Source: an optimization exercise on an open RTL-to-GDS flow (aim: small area, a short achievable clock period and few clock cycles per item). Production flows keep margins and buffers that such runs may drop.
Function was checked by simulation only, so behaviour that the tests miss may differ from the original.

==> branch nickel: inputs <==
==> flow/design.v <==
module GaussFilter #(parameter rows = 8, cols = 8, ksize = 3, data_width = 8) (
    input wire clk,
    input wire rst,
    input wire start,
    input wire [data_width*rows*cols-1:0] image_in,
    output wire [data_width*rows*cols-1:0] image_out,
    output reg image_out_valid,
    output reg done,
    input wire image_ready
);
    reg waiting;
    wire go = (start | waiting) & image_ready;
    always @(posedge clk or posedge rst) begin
        if (rst) begin
            waiting <= 1'b0;
            image_out_valid <= 1'b0;
            done <= 1'b0;
        end else begin
            waiting <= (start | waiting) & ~image_ready;
            image_out_valid <= go;
            done <= image_out_valid;
        end
    end
    wire sel = image_out_valid;
    function [7:0] px;
        input [511:0] img;
        input integer r, c;
        px = img[8*(8*r+c) +: 8];
    endfunction
    wire [7:0]  x   [0:3][0:7];
    wire [8:0]  pp  [0:3][0:7];
    wire [9:0]  v   [0:3][0:7];
    wire [10:0] q   [0:3][0:6];
    wire [11:0] h   [0:3][0:7];
    reg  [7:0]  top [0:3][0:7];
    genvar u, c;
    generate
        for (u = 0; u < 4; u = u + 1) begin : g_row
            for (c = 0; c < 8; c = c + 1) begin : g_col
                assign x[u][c] = sel ? px(image_in, 7-u, c) : px(image_in, u, c);
                if (u < 3) begin : g_pp
                    assign pp[u][c] = x[u][c] + x[u+1][c];
                end else begin : g_pp3
                    assign pp[u][c] = px(image_in, 3, c) + px(image_in, 4, c);
                end
                if (u == 0) begin : g_v0
                    assign v[u][c] = pp[0][c] + (sel ? {x[0][c], 1'b0} : pp[0][c]);
                end else begin : g_v
                    assign v[u][c] = pp[u-1][c] + pp[u][c];
                end
                if (c < 7) begin : g_q
                    assign q[u][c] = v[u][c] + v[u][c+1];
                end
                if (c == 0) begin : g_h0
                    assign h[u][c] = {q[u][0], 1'b0};
                end else if (c < 7) begin : g_h
                    assign h[u][c] = q[u][c-1] + q[u][c];
                end else begin : g_h7
                    assign h[u][c] = q[u][6] + {v[u][7], 1'b0};
                end
                always @(posedge clk) top[u][c] <= h[u][c][11:4];
                assign image_out[8*(8*u+c) +: 8] = top[u][c];
                assign image_out[8*(8*(7-u)+c) +: 8] = h[u][c][11:4];
            end
        end
    endgenerate
endmodule
==> flow/run.sh <==
#!/bin/bash
# synth_recipe.tcl (not shown) runs the flow's synth.tcl, then flattens the netlist and writes it again
# the make line also repeats each setting of config.mk as NAME=value (left out here)
make -C /OpenROAD-flow-scripts/flow DESIGN_CONFIG=/design/flow/config.mk WORK_HOME=/design/flow/orfs CLKGATE_MAP_FILE= SYNTH_SCRIPT=/design/flow/synth_recipe.tcl finish
==> flow/config.mk <==
export PLATFORM = sky130hd
export DESIGN_NAME = GaussFilter
export DESIGN_NICKNAME = GaussFilter
export VERILOG_FILES = /design/flow/design.v
export SDC_FILE = /design/flow/constraint.sdc
export NUM_CORES = 4
export LEC_CHECK = 0
export CAP_MARGIN = 20
export CORE_MARGIN = 2
export CORE_UTILIZATION = 40
export PLACE_DENSITY = 0.6
export SLEW_MARGIN = 20
==> flow/constraint.sdc <==
create_clock -name core_clock -period 12.0 [get_ports {clk}]
set_input_delay 2.4000 -clock core_clock [delete_from_list [all_inputs] [get_ports {clk}]]
set_output_delay 2.4000 -clock core_clock [all_outputs]
set_load 0.01 [all_outputs]
==> branch pepper: changes against branch nickel <==
--- a/flow/design.v
+++ b/flow/design.v
@@ -41,13 +41,13 @@
                 if (u < 3) begin : g_pp
-                    assign pp[u][c] = x[u][c] + x[u+1][c];
+                    rca #(8) a_pp (.a(x[u][c]), .b(x[u+1][c]), .s(pp[u][c]));
                 end else begin : g_pp3
-                    assign pp[u][c] = px(image_in, 3, c) + px(image_in, 4, c);
+                    rca #(8) a_pp (.a(px(image_in, 3, c)), .b(px(image_in, 4, c)), .s(pp[u][c]));
                 end
                 if (u == 0) begin : g_v0
-                    assign v[u][c] = pp[0][c] + (sel ? {x[0][c], 1'b0} : pp[0][c]);
+                    rca #(9) a_v (.a(pp[0][c]), .b(sel ? {x[0][c], 1'b0} : pp[0][c]), .s(v[u][c]));
                 end else begin : g_v
-                    assign v[u][c] = pp[u-1][c] + pp[u][c];
+                    rca #(9) a_v (.a(pp[u-1][c]), .b(pp[u][c]), .s(v[u][c]));
                 end
                 if (c < 7) begin : g_q
-                    assign q[u][c] = v[u][c] + v[u][c+1];
+                    rca #(10) a_q (.a(v[u][c]), .b(v[u][c+1]), .s(q[u][c]));
                 end
@@ -56,5 +56,5 @@
                 end else if (c < 7) begin : g_h
-                    assign h[u][c] = q[u][c-1] + q[u][c];
+                    rca #(11) a_h (.a(q[u][c-1]), .b(q[u][c]), .s(h[u][c]));
                 end else begin : g_h7
-                    assign h[u][c] = q[u][6] + {v[u][7], 1'b0};
+                    rca #(11) a_h (.a(q[u][6]), .b({v[u][7], 1'b0}), .s(h[u][c]));
                 end
@@ -67 +67,17 @@
 endmodule
+module rca #(parameter W = 8) (
+    input wire [W-1:0] a,
+    input wire [W-1:0] b,
+    output wire [W:0] s
+);
+    wire [W:0] cy;
+    assign cy[0] = 1'b0;
+    genvar i;
+    generate
+        for (i = 0; i < W; i = i + 1) begin : g_bit
+            assign s[i] = a[i] ^ b[i] ^ cy[i];
+            assign cy[i+1] = (a[i] & b[i]) | (cy[i] & (a[i] ^ b[i]));
+        end
+    endgenerate
+    assign s[W] = cy[W];
+endmodule
==> flow/flow/run.sh (new file) <==
#!/bin/bash
# The standard layout with two changes:
#  1. synthesis maps the RTL's explicit full/half adders to the platform's
#     adder cells right after the coarse pass, before ABC restructures them
#     (otherwise ABC's re-encoding leaves an inverter on most adder pins);
#     everything else is synth_recipe.tcl / ORFS synth.tcl unchanged;
#     2-input multiplexers are mapped to mux2_1 at the same point, so ABC
#     does not turn the input-select muxes into wide, upsized cells;
#  2. every I/O port gets the smallest buffer (buf_1) instead of a delay buffer.
set -euo pipefail
here=$(pwd)
python3 - "$FLOW_HOME/scripts/synth.tcl" "$here/synth_fa.tcl" "$here/flow/mux_map.v" <<'PY'
import sys
src = open(sys.argv[1]).read()
anchor = "  synth -flatten -run :fine {*}$synth_full_args\n"
assert src.count(anchor) == 1, "anchor not found in synth.tcl"
src = src.replace(anchor, anchor +
    "  techmap\n  opt -fast\n  extract_fa\n"
    "  techmap -map $::env(ADDER_MAP_FILE)\n"
    "  techmap -map " + sys.argv[3] + "\n  opt_clean\n")
open(sys.argv[2], "w").write(src)
PY
grep -q 'source $::env(SCRIPTS_DIR)/synth.tcl' synth_recipe.tcl
sed "s#source \$::env(SCRIPTS_DIR)/synth.tcl#source $here/synth_fa.tcl#" synth_recipe.tcl > synth_recipe_fa.tcl
grep -q "SYNTH_SCRIPT=$here/synth_recipe.tcl" standard.sh
sed "s#SYNTH_SCRIPT=$here/synth_recipe.tcl#SYNTH_SCRIPT=$here/synth_recipe_fa.tcl#" standard.sh > standard_fa.sh
export BUFFER_PORTS_ARGS="-buffer_cell sky130_fd_sc_hd__buf_1"
bash standard_fa.sh > standard.log 2>&1
==> flow/flow/mux_map.v (new file) <==
module \$_MUX_ (A, B, S, Y);
    input A, B, S;
    output Y;
    sky130_fd_sc_hd__mux2_1 _TECHMAP_REPLACE_ (.A0(A), .A1(B), .S(S), .X(Y));
endmodule
==> flow/standard.sh (new file) <==
#!/bin/bash
# synth_recipe.tcl (not shown) runs the flow's synth.tcl, then flattens the netlist and writes it again
# the make line also repeats each setting of config.mk as NAME=value (left out here)
make -C /OpenROAD-flow-scripts/flow DESIGN_CONFIG=/design/flow/config.mk WORK_HOME=/design/flow/orfs CLKGATE_MAP_FILE= SYNTH_SCRIPT=/design/flow/synth_recipe.tcl "${@:-finish}"
- CORE_AREA: unset -> 4 4 356 356
- CORE_MARGIN: 2 -> unset
- CORE_UTILIZATION: 40 -> unset
- DIE_AREA: unset -> 0 0 360 360
- GPL_TIMING_DRIVEN: unset -> 0
- PLACE_DENSITY: 0.6 -> 0.8
removed: flow/run.sh
==> branch fjord: changes against branch nickel <==
--- a/flow/design.v
+++ b/flow/design.v
@@ -33,3 +33,3 @@
     wire [10:0] q   [0:3][0:6];
-    wire [11:0] h   [0:3][0:7];
+    wire [7:0]  o   [0:3][0:7];
     reg  [7:0]  top [0:3][0:7];
@@ -41,24 +41,24 @@
                 if (u < 3) begin : g_pp
-                    assign pp[u][c] = x[u][c] + x[u+1][c];
+                    rca #(8) a_pp (.a(x[u][c]), .b(x[u+1][c]), .s(pp[u][c]));
                 end else begin : g_pp3
-                    assign pp[u][c] = px(image_in, 3, c) + px(image_in, 4, c);
+                    rca #(8) a_pp (.a(px(image_in, 3, c)), .b(px(image_in, 4, c)), .s(pp[u][c]));
                 end
                 if (u == 0) begin : g_v0
-                    assign v[u][c] = pp[0][c] + (sel ? {x[0][c], 1'b0} : pp[0][c]);
+                    rca #(9) a_v (.a(pp[0][c]), .b(sel ? {x[0][c], 1'b0} : pp[0][c]), .s(v[u][c]));
                 end else begin : g_v
-                    assign v[u][c] = pp[u-1][c] + pp[u][c];
+                    rca #(9) a_v (.a(pp[u-1][c]), .b(pp[u][c]), .s(v[u][c]));
                 end
                 if (c < 7) begin : g_q
-                    assign q[u][c] = v[u][c] + v[u][c+1];
+                    rca #(10) a_q (.a(v[u][c]), .b(v[u][c+1]), .s(q[u][c]));
                 end
                 if (c == 0) begin : g_h0
-                    assign h[u][c] = {q[u][0], 1'b0};
+                    assign o[u][c] = q[u][0][10:3];
                 end else if (c < 7) begin : g_h
-                    assign h[u][c] = q[u][c-1] + q[u][c];
+                    rca_hi #(11, 4) a_h (.a(q[u][c-1]), .b(q[u][c]), .s(o[u][c]));
                 end else begin : g_h7
-                    assign h[u][c] = q[u][6] + {v[u][7], 1'b0};
+                    rca_hi #(10, 3) a_h (.a(q[u][6][10:1]), .b(v[u][7]), .s(o[u][c]));
                 end
-                always @(posedge clk) top[u][c] <= h[u][c][11:4];
+                always @(posedge clk) top[u][c] <= o[u][c];
                 assign image_out[8*(8*u+c) +: 8] = top[u][c];
-                assign image_out[8*(8*(7-u)+c) +: 8] = h[u][c][11:4];
+                assign image_out[8*(8*(7-u)+c) +: 8] = o[u][c];
             end
@@ -67 +67,58 @@
 endmodule
+module rca #(parameter W = 8) (
+    input wire [W-1:0] a,
+    input wire [W-1:0] b,
+    output wire [W:0] s
+);
+    wire [W:0] cy;
+    genvar i;
+    generate
+        for (i = 0; i < W; i = i + 1) begin : g_bit
+            if (i == 0) begin : g_h
+                ha_bit u_ha (.a(a[i]), .b(b[i]), .s(s[i]), .co(cy[i+1]));
+            end else begin : g_f
+                fa_bit u_fa (.a(a[i]), .b(b[i]), .ci(cy[i]), .s(s[i]), .co(cy[i+1]));
+            end
+        end
+    endgenerate
+    assign s[W] = cy[W];
+endmodule
+module rca_hi #(parameter W = 11, L = 4) (
+    input wire [W-1:0] a,
+    input wire [W-1:0] b,
+    output wire [W:L] s
+);
+    wire [W:0] cy;
+    genvar i;
+    generate
+        for (i = 0; i < W; i = i + 1) begin : g_bit
+            if (i == 0) begin : g_c0
+                assign cy[1] = a[0] & b[0];
+            end else if (i < L) begin : g_c
+                assign cy[i+1] = (a[i] & b[i]) | (cy[i] & (a[i] | b[i]));
+            end else begin : g_f
+                fa_bit u_fa (.a(a[i]), .b(b[i]), .ci(cy[i]), .s(s[i]), .co(cy[i+1]));
+            end
+        end
+    endgenerate
+    assign s[W] = cy[W];
+endmodule
+module fa_bit (
+    input wire a,
+    input wire b,
+    input wire ci,
+    output wire s,
+    output wire co
+);
+    assign s = a ^ b ^ ci;
+    assign co = (a & b) | (ci & (a ^ b));
+endmodule
+module ha_bit (
+    input wire a,
+    input wire b,
+    output wire s,
+    output wire co
+);
+    assign s = a ^ b;
+    assign co = a & b;
+endmodule
==> flow/flow/run.sh (new file) <==
#!/bin/bash
# The standard layout with these changes:
#  1. synthesis (synth_recipe.tcl / ORFS synth.tcl otherwise unchanged):
#     - the RTL's one-bit adders (fa_bit, ha_bit) are mapped to the platform's
#       adder cells first, with the ripple carry on the fast CIN pin;
#     - after the coarse pass, any other full/half adders are extracted and
#       mapped, and 2-input multiplexers are mapped to mux2_1, before ABC;
#  2. every I/O port gets the smallest buffer (buf_1) instead of a delay buffer;
#  3. I/O pins may be placed one track apart.
set -euo pipefail
here=$(pwd)
python3 - "$FLOW_HOME/scripts/synth.tcl" "$here/synth_fa.tcl" "$here/flow/mux_map.v" "$here/flow/cell_map.v" <<'PY'
import sys
src = open(sys.argv[1]).read()
anchor = "  synth -flatten -run :fine {*}$synth_full_args\n"
assert src.count(anchor) == 1, "anchor not found in synth.tcl"
src = src.replace(anchor, anchor +
    "  techmap\n  opt -fast\n  extract_fa\n"
    "  techmap -map $::env(ADDER_MAP_FILE)\n"
    "  techmap -map " + sys.argv[3] + "\n  opt_clean\n")
anchor = "hierarchy -check -top $::env(DESIGN_NAME)\n"
assert src.count(anchor) == 1, "hierarchy anchor not found in synth.tcl"
src = src.replace(anchor, anchor + "techmap -map " + sys.argv[4] + "\n")
open(sys.argv[2], "w").write(src)
PY
grep -q 'source $::env(SCRIPTS_DIR)/synth.tcl' synth_recipe.tcl
sed "s#source \$::env(SCRIPTS_DIR)/synth.tcl#source $here/synth_fa.tcl#" synth_recipe.tcl > synth_recipe_fa.tcl
grep -q "SYNTH_SCRIPT=$here/synth_recipe.tcl" standard.sh
sed "s#SYNTH_SCRIPT=$here/synth_recipe.tcl#SYNTH_SCRIPT=$here/synth_recipe_fa.tcl#" standard.sh > standard_fa.sh
export BUFFER_PORTS_ARGS="-buffer_cell sky130_fd_sc_hd__buf_1"
# I/O pins may sit one routing track apart (ORFS default: two), so the pin
# count no longer sets the die size.
export PLACE_PINS_ARGS="-min_distance 1 -min_distance_in_tracks"
bash standard_fa.sh > standard.log 2>&1
==> flow/flow/cell_map.v (new file) <==
// Maps the RTL's one-bit adders to the platform's adder cells, with the
// ripple carry on the full adder's fast carry input.
(* techmap_celltype = "fa_bit" *)
module _map_fa_bit (a, b, ci, s, co);
    input a, b, ci;
    output s, co;
    sky130_fd_sc_hd__fa_1 _TECHMAP_REPLACE_ (.A(a), .B(b), .CIN(ci), .SUM(s), .COUT(co));
endmodule

(* techmap_celltype = "ha_bit" *)
module _map_ha_bit (a, b, s, co);
    input a, b;
    output s, co;
    sky130_fd_sc_hd__ha_1 _TECHMAP_REPLACE_ (.A(a), .B(b), .SUM(s), .COUT(co));
endmodule
==> flow/flow/mux_map.v (new file) <==
module \$_MUX_ (A, B, S, Y);
    input A, B, S;
    output Y;
    sky130_fd_sc_hd__mux2_1 _TECHMAP_REPLACE_ (.A0(A), .A1(B), .S(S), .X(Y));
endmodule
==> flow/standard.sh (new file) <==
#!/bin/bash
# synth_recipe.tcl (not shown) runs the flow's synth.tcl, then flattens the netlist and writes it again
# the make line also repeats each setting of config.mk as NAME=value (left out here)
make -C /OpenROAD-flow-scripts/flow DESIGN_CONFIG=/design/flow/config.mk WORK_HOME=/design/flow/orfs CLKGATE_MAP_FILE= SYNTH_SCRIPT=/design/flow/synth_recipe.tcl "${@:-finish}"
- CORE_AREA: unset -> 4 4 246 246
- CORE_MARGIN: 2 -> unset
- CORE_UTILIZATION: 40 -> unset
- CTS_BUF_LIST: unset -> sky130_fd_sc_hd__clkbuf_16
- CTS_CLUSTER_DIAMETER: unset -> 60
- CTS_CLUSTER_SIZE: unset -> 20
- DIE_AREA: unset -> 0 0 250 250
- GPL_TIMING_DRIVEN: unset -> 0
- PLACE_DENSITY: 0.6 -> 0.7
removed: flow/run.sh
==> branch juniper: changes against branch nickel <==
==> flow/flow/run.sh (new file) <==
#!/bin/bash
set -e
export BUFFER_PORTS_ARGS="-buffer_cell sky130_fd_sc_hd__buf_1"
bash standard.sh > standard.log 2>&1
==> flow/standard.sh (new file) <==
#!/bin/bash
# synth_recipe.tcl (not shown) runs the flow's synth.tcl, then flattens the netlist and writes it again
# the make line also repeats each setting of config.mk as NAME=value (left out here)
make -C /OpenROAD-flow-scripts/flow DESIGN_CONFIG=/design/flow/config.mk WORK_HOME=/design/flow/orfs CLKGATE_MAP_FILE= SYNTH_SCRIPT=/design/flow/synth_recipe.tcl "${@:-finish}"
- CORE_UTILIZATION: 40 -> 55
- PLACE_DENSITY: 0.6 -> 0.7
removed: flow/run.sh
==> results_dict.tcl <==
set metrics [dict create \
    outcome "finished clean" \
    ys_seq_area_share_pct 11.58 \
    cts_max_level 1 \
    inv_count 562 \
    sh_seq_area_pct 8.887 \
    die_w_um 339.0 \
    nets 8072 \
    die-area_mm2 0.1149 \
    final_cells 7929 \
    syn_inst 5320 \
    fin_crit_sh_pct 97.49 \
    r2r-end "top[19][6]" \
    yosysTopAreaCell "ha_1" \
    crit_path_max_fanout 4 \
    grt_pass1_vias 40997 \
    signal_buffers 1091 \
]
-- figures above: branch nickel

==> results_dict.tcl <==
set metrics [dict create \
    outcome "finished clean" \
    yosysTopAreaCell "ha_1" \
    signal_buffers 1046 \
    final_cells 7442 \
    crit_path_max_fanout 5 \
    syn_inst 5320 \
    grt_pass1_vias 40026 \
    sh_seq_area_pct 10.21 \
    r2r-end "top[1][6]" \
]
-- figures above: branch juniper

==> results_dict.tcl <==
set metrics [dict create \
    yosysTopAreaCell "fa_1" \
    syn_inst 1879 \
    outcome "finished clean" \
    signal_buffers 1104 \
    final_cells 3786 \
    crit_path_max_fanout 6 \
    cts_max_level 1 \
    r2r-end "top[25][6]" \
]
-- figures above: branch fjord

==> results_dict.tcl <==
set metrics [dict create \
    nets 4602 \
    yosysTopAreaCell "fa_1" \
    outcome "finished clean" \
    sh_seq_area_pct 13.14 \
    die-area_mm2 0.1296 \
    signal_buffers 1119 \
    final_cells 4659 \
    inv_count 1 \
    crit_path_max_fanout 3 \
    cts_max_level 2 \
]
-- figures above: branch pepper

Testbench counts of branch nickel, summed over its fixed seeds: cycles 120, frames 64.
Testbench counts of branch pepper, summed over its fixed seeds: cycles 120, frames 64.
Testbench counts of branch fjord, summed over its fixed seeds: cycles 120, frames 64.
Testbench counts of branch juniper, summed over its fixed seeds: cycles 120, frames 64.

==> what the ideal ports hide <==
In the flow no input, the clock included, has a driving cell. The finished layouts below were timed again as built, in two steps. Step 1, drivers: a clkbuf_16 drives clk and a buf_2 each remaining input, both assumed. Step 2 times the ports against the registers' clock, not the clock port: input delays grow and output delays shrink by t, the midpoint of the rising clock arrivals with the driver on. Three values: ideal ports, drivers, drivers and shift; two values: the first two.
run | t, ns | setup slack, ns | hold slack, ns | worst data-port slew with drivers (ns)
branch nickel | 0.681 | 0.301 / 0.227 / 0.227 | 0.487 / 0.487 / 0.487 | 0.24
branch pepper | 0.676 | 0.117 / 0.087 / 0.087 | 0.484 / 0.484 / 0.484 | 0.25
branch fjord | 0.657 | 0.159 / 0.129 / 0.129 | 0.520 / 0.520 / 0.520 | 0.14
branch juniper | 0.665 | 0.799 / 0.750 / 0.750 | 0.489 / 0.489 / 0.489 | 0.18
After both steps setup and hold are still met in every run listed. For branch nickel, which loses most, drivers alone change the setup slack by -0.074 ns; drivers and shift together by -0.074 ns.
